Source: an optimization exercise on an open RTL-to-GDS flow (aim: small area, a short achievable clock period and few clock cycles per item). Production flows keep margins and buffers that such runs may drop.
RTL that was checked went through simulation tests only; none was proved equivalent to the original.
Power and IR drop assume default switching activity.

// prime_finder
module prime_finder(
	input              clk,
	input              rst,
	input              start,
	input      [15:0]  n,
	output             done,
	output             is_prime,
	output     [15:0]  prime
);
clock: 8.0 ns
lec_check: 0
abc_area: 1
cap_margin: 20
core_margin: 2
core_utilization: 15
gpl_routability_driven: 1
place_density: 0.22
setup_slack_margin: 3.0
slew_margin: 20
tns_end_percent: 0
run.sh (not shown) runs the stock make flow with config.mk's settings and CLKGATE_MAP_FILE= SYNTH_SCRIPT=/design/flow/synth_recipe.tcl, a recipe that flattens the netlist after the stock synthesis.
Testbench counts at the start, summed over its fixed seeds: cycles 153, items 72.
==> next run, changes <==
TNS_END_PERCENT = default   (was 0)
Count of clock-buffer cells in the layout does not change.
Utilization is higher by 0.93 points.
Worst setup slack improves by 0.25 ns.
Synthesized cell count is unchanged.
Die area is unchanged.
Routed wire length is higher by about 1.1%.
Total power is higher by 1.6%.
Via count stays flat.
Combinational power is higher by about 2%.
==> next run, changes <==
PLACE_DENSITY = 0.28   (was 0.22)
After rerunning: Critical path depth goes up by 2; total power goes up by a few percent; register-to-register slack is about the same; global-route usage goes up by 1.1 points; non-clock buffer count goes up by 56; via count goes up slightly; setup slack improved by 0.0034 ns; synthesized area stays the same; maximum frequency barely changes; utilization goes up by 0.29 points.

Another version of the RTL of prime_finder (not shown whole).
Size: roughly 3,700 cells after synthesis, about 38 flip-flops, roughly 37 I/O pins, ~24,000 um^2 of cells after synthesis.
==> flow/design.v (excerpt) <==
module prime_finder(
	input              clk,
	input              rst,
	input              start,
	input      [15:0]  n,
	output             done,
	output             is_prime,
	output     [15:0]  prime
);
wire [12:0] h = n[15:3];
wire [17:0] ht = {5'd0, h} + {1'b0, h, 4'd0};                
wire [25:0] hu = {8'd0, ht} + {ht, 8'd0} + 26'd1023;    
wire [9:0]  a_c = hu[25:16];                             
wire [3:0]  r15 = h[3:0] + a_c[3:0];                     
wire [6:0]  m = {r15, n[2:0]};               
reg  [4:0]  p_c;    
reg         rc_c;   
always @(*) begin
	case (m)
		7'd0: begin p_c = 5'd0; rc_c = 1'b0; end
		7'd1: begin p_c = 5'd0; rc_c = 1'b1; end
		7'd2: begin p_c = 5'd1; rc_c = 1'b0; end
		7'd3: begin p_c = 5'd1; rc_c = 1'b0; end
		7'd4: begin p_c = 5'd1; rc_c = 1'b0; end
		7'd5: begin p_c = 5'd1; rc_c = 1'b0; end
		7'd6: begin p_c = 5'd1; rc_c = 1'b0; end
		7'd7: begin p_c = 5'd1; rc_c = 1'b1; end
		7'd8: begin p_c = 5'd2; rc_c = 1'b0; end
		7'd9: begin p_c = 5'd2; rc_c = 1'b0; end
		7'd10: begin p_c = 5'd2; rc_c = 1'b0; end
		7'd11: begin p_c = 5'd2; rc_c = 1'b1; end
		7'd12: begin p_c = 5'd3; rc_c = 1'b0; end
		7'd13: begin p_c = 5'd3; rc_c = 1'b1; end
		7'd14: begin p_c = 5'd4; rc_c = 1'b0; end
		7'd15: begin p_c = 5'd4; rc_c = 1'b0; end
		7'd16: begin p_c = 5'd4; rc_c = 1'b0; end
		7'd17: begin p_c = 5'd4; rc_c = 1'b1; end
		7'd18: begin p_c = 5'd5; rc_c = 1'b0; end
		7'd19: begin p_c = 5'd5; rc_c = 1'b1; end
		7'd20: begin p_c = 5'd6; rc_c = 1'b0; end
		7'd21: begin p_c = 5'd6; rc_c = 1'b0; end
		7'd22: begin p_c = 5'd6; rc_c = 1'b0; end
		7'd23: begin p_c = 5'd6; rc_c = 1'b1; end
		7'd24: begin p_c = 5'd7; rc_c = 1'b0; end
		7'd25: begin p_c = 5'd7; rc_c = 1'b0; end
		7'd26: begin p_c = 5'd7; rc_c = 1'b0; end
		7'd27: begin p_c = 5'd7; rc_c = 1'b0; end
		7'd28: begin p_c = 5'd7; rc_c = 1'b0; end
		7'd29: begin p_c = 5'd7; rc_c = 1'b1; end
		7'd30: begin p_c = 5'd8; rc_c = 1'b0; end
		7'd31: begin p_c = 5'd8; rc_c = 1'b1; end
		7'd32: begin p_c = 5'd9; rc_c = 1'b0; end
  ...
Settings: LEC_CHECK=0, CAP_MARGIN=20, CORE_MARGIN=2, CORE_UTILIZATION=30, PLACE_DENSITY=0.55, SLEW_MARGIN=20; clock period 8.0 ns.
The first run failed in global routing (GRT-0116).
Change:
Settings changed: CORE_UTILIZATION 30 to 20, PLACE_DENSITY 0.55 to 0.45.
The new run aborted during global routing on GRT-0116. Synthesized cell count stays the same. Area after synthesis is unchanged.
Function was not checked in any run of this note: the RTL went through the layout flow alone.

oak:
Another version of the RTL of prime_finder (not shown whole).
Size in the first run: roughly 4200 cells after synthesis, ~27 flip-flops, about 37 I/O pins, roughly 0.020 mm2 of cells after synthesis.
clock: 8.0 ns
lec_check: 0
abc_area: 1
cap_margin: 5
core_margin: 2
core_utilization: 15
gpl_routability_driven: 1
place_density: 0.22
setup_slack_margin: 3.0
slew_margin: 5
tns_end_percent: 0
oak: all stages complete, timing, DRC and antenna checks passed
Testbench counts of oak, summed over its fixed seeds: cycles 153, items 72.
### oak -> pine
Settings: swapping 3.0 for 3.5 in SETUP_SLACK_MARGIN; clearing TNS_END_PERCENT, which used to be 0.
### Flow results
- Taking oak as the reference point, the sequential share of layout area of pine falls by 0.44 points.
- Largest stage delay on the critical path in pine is 0.09 ns below oak.
- pine ends up with a total global-route track usage that is 1.2 points lower than in oak.
- Final routed wirelength across all metal layers down about 0.7% in pine wrt oak
- Diff oak -> pine: post-route clock period utilization decreased 4.3 points; number of H-tree levels essentially unchanged; non-clock buffer count increased about 50%.
--- input diff pine..birch ---
Settings: SETUP_SLACK_MARGIN changed from 3.5 to 3.0.
In the metrics for birch and pine, the one carrying the lower multi-input gate area in the final layout is birch. Clock-buffer cell count: birch vs pine identical. birch vs pine, start-to-end type of the worst setup path: flip-flop to flip-flop vs primary input to flip-flop. Relative to pine, worst endpoint required time decreased by 0.02 ns in birch.
Input changes introduced in maple (baseline for comparison: birch):
Settings: SLEW_MARGIN changed from 5 to 20; CAP_MARGIN changed from 5 to 20.
### Flow results
Every run (maple and birch) finished clean.
Comparing maple with birch, the power attributed to sequential cells came out essentially unchanged.
Sequential cell area share across maple and birch: no real change.
Going from birch to maple, final period utilization decreased 0.42 points; sequential cell area lost 0.34%.
Looking at startpoint of the most critical setup path, the A[8]$_DFFE_PP_ result is from birch; the n[7] one comes from maple.
Routed length on met2 (maple vs. birch) increases slightly
~same combined global-route utilization of all metal layers in maple and birch
Worst setup slack in maple is 0.033 ns above birch.

prime_finder, a different RTL version from the one above (not shown whole).
For scale: about 4200 cells after synthesis, roughly 28 flip-flops, roughly 20000 um^2 of cells after synthesis.
clock: 8.0 ns
lec_check: 0
abc_area: 1
cap_margin: 20
core_margin: 2
core_utilization: 15
gpl_routability_driven: 1
place_density: 0.22
setup_slack_margin: 5.0
slew_margin: 20
Testbench counts at the start, summed over its fixed seeds: cycles 153, items 72.
Edit:
SETUP_SLACK_MARGIN = 3.0   (was 5.0)
Effect: The new run ran to the end with no violations. Cell area went down by about 20%. Routed wire length drops by about 11%. Global-route usage falls by 5.5 points. Via count falls by about 4.4%. Final cell count fell by about 4.3%. Combinational power is lower by about 20%. Fmax rose by about 0.34%. Non-clock buffer count shrinks by 289.
Edit:
SETUP_SLACK_MARGIN = 2.0   (was 3.0)
Outcome: The changed run finished clean; setup slack is worse by 0.83 ns; non-clock buffer count came out lower by 87; sequential power rises by about 3%.

prime_finder again, from the RTL that the note above started with.
==> flow/design.v (excerpt) <==
module prime_finder(
	input              clk,
	input              rst,
	input              start,
	input      [15:0]  n,
	output             done,
	output             is_prime,
	output     [15:0]  prime
);
Settings: LEC_CHECK=0, ABC_AREA=1, CAP_MARGIN=20, CORE_MARGIN=2, CORE_UTILIZATION=25, GPL_ROUTABILITY_DRIVEN=1, PLACE_DENSITY=0.35, SETUP_SLACK_MARGIN=3.0, SLEW_MARGIN=20; clock period 8.0 ns.
The first run did not get past 5_1_grt on GRT-0116.
Testbench counts at the start, summed over its fixed seeds: cycles 153, items 72.
Edit:
Settings changed: CORE_UTILIZATION 25 to 15, PLACE_DENSITY 0.35 to 0.22, SETUP_SLACK_MARGIN 3.0 to unset.
Effect: The new run finished clean; synthesized area does not change; synthesized cell count is unchanged.

-- what the ideal ports hide --
No port has a modelled driver above. Below, the same layouts with a new extraction and two added sets of constraints. Step 1 sets driving cells, clkbuf_16 on the clock port and buf_2 on the other inputs (assumed; they add their load-dependent delay and slew). Step 2, shift: input delay + t, output delay - t, t = (earliest + latest rising clock arrival at the registers) / 2. This alone moves slack from input paths to output paths. a / b / c = no drivers / after step 1 / after step 2; a / b = the first two.
run | t (ns) | setup slack, ns | worst setup path after step 2 | slew at the worst register clock pin (ns)
the first run of note 1 | 0.352 | 2.592 / 2.592 / 2.590 | input to register | 0.10 / 0.10
the second run of note 1 | 0.360 | 2.840 / 2.840 / 2.673 | input to register | 0.10 / 0.10
the third run of note 1 | 0.341 | 2.844 / 2.844 / 2.646 | input to register | 0.10 / 0.10
oak | 0.351 | 2.606 / 2.606 / 2.592 | input to register | 0.10 / 0.10
pine | 0.341 | 2.953 / 2.952 / 2.617 | input to register | 0.09 / 0.09
birch | 0.358 | 2.842 / 2.842 / 2.547 | input to register | 0.09 / 0.09
maple | 0.357 | 2.875 / 2.862 / 2.532 | input to register | 0.09 / 0.09
the first run of note 4 | 0.351 | 2.647 / 2.655 / 2.305 | input to register | 0.10 / 0.10
the second run of note 4 | 0.350 | 2.665 / 2.676 / 2.326 | input to register | 0.10 / 0.10
the third run of note 4 | 0.344 | 1.840 / 1.840 / 1.840 | register to register | 0.10 / 0.10
the second run of note 5 | 0.349 | 1.131 / 1.131 / 1.078 | input to register | 0.10 / 0.10
After both steps every run listed still meets setup and hold. The setup slack of maple, which loses most, moves by -0.013 ns with the drivers and by -0.343 ns with both steps.
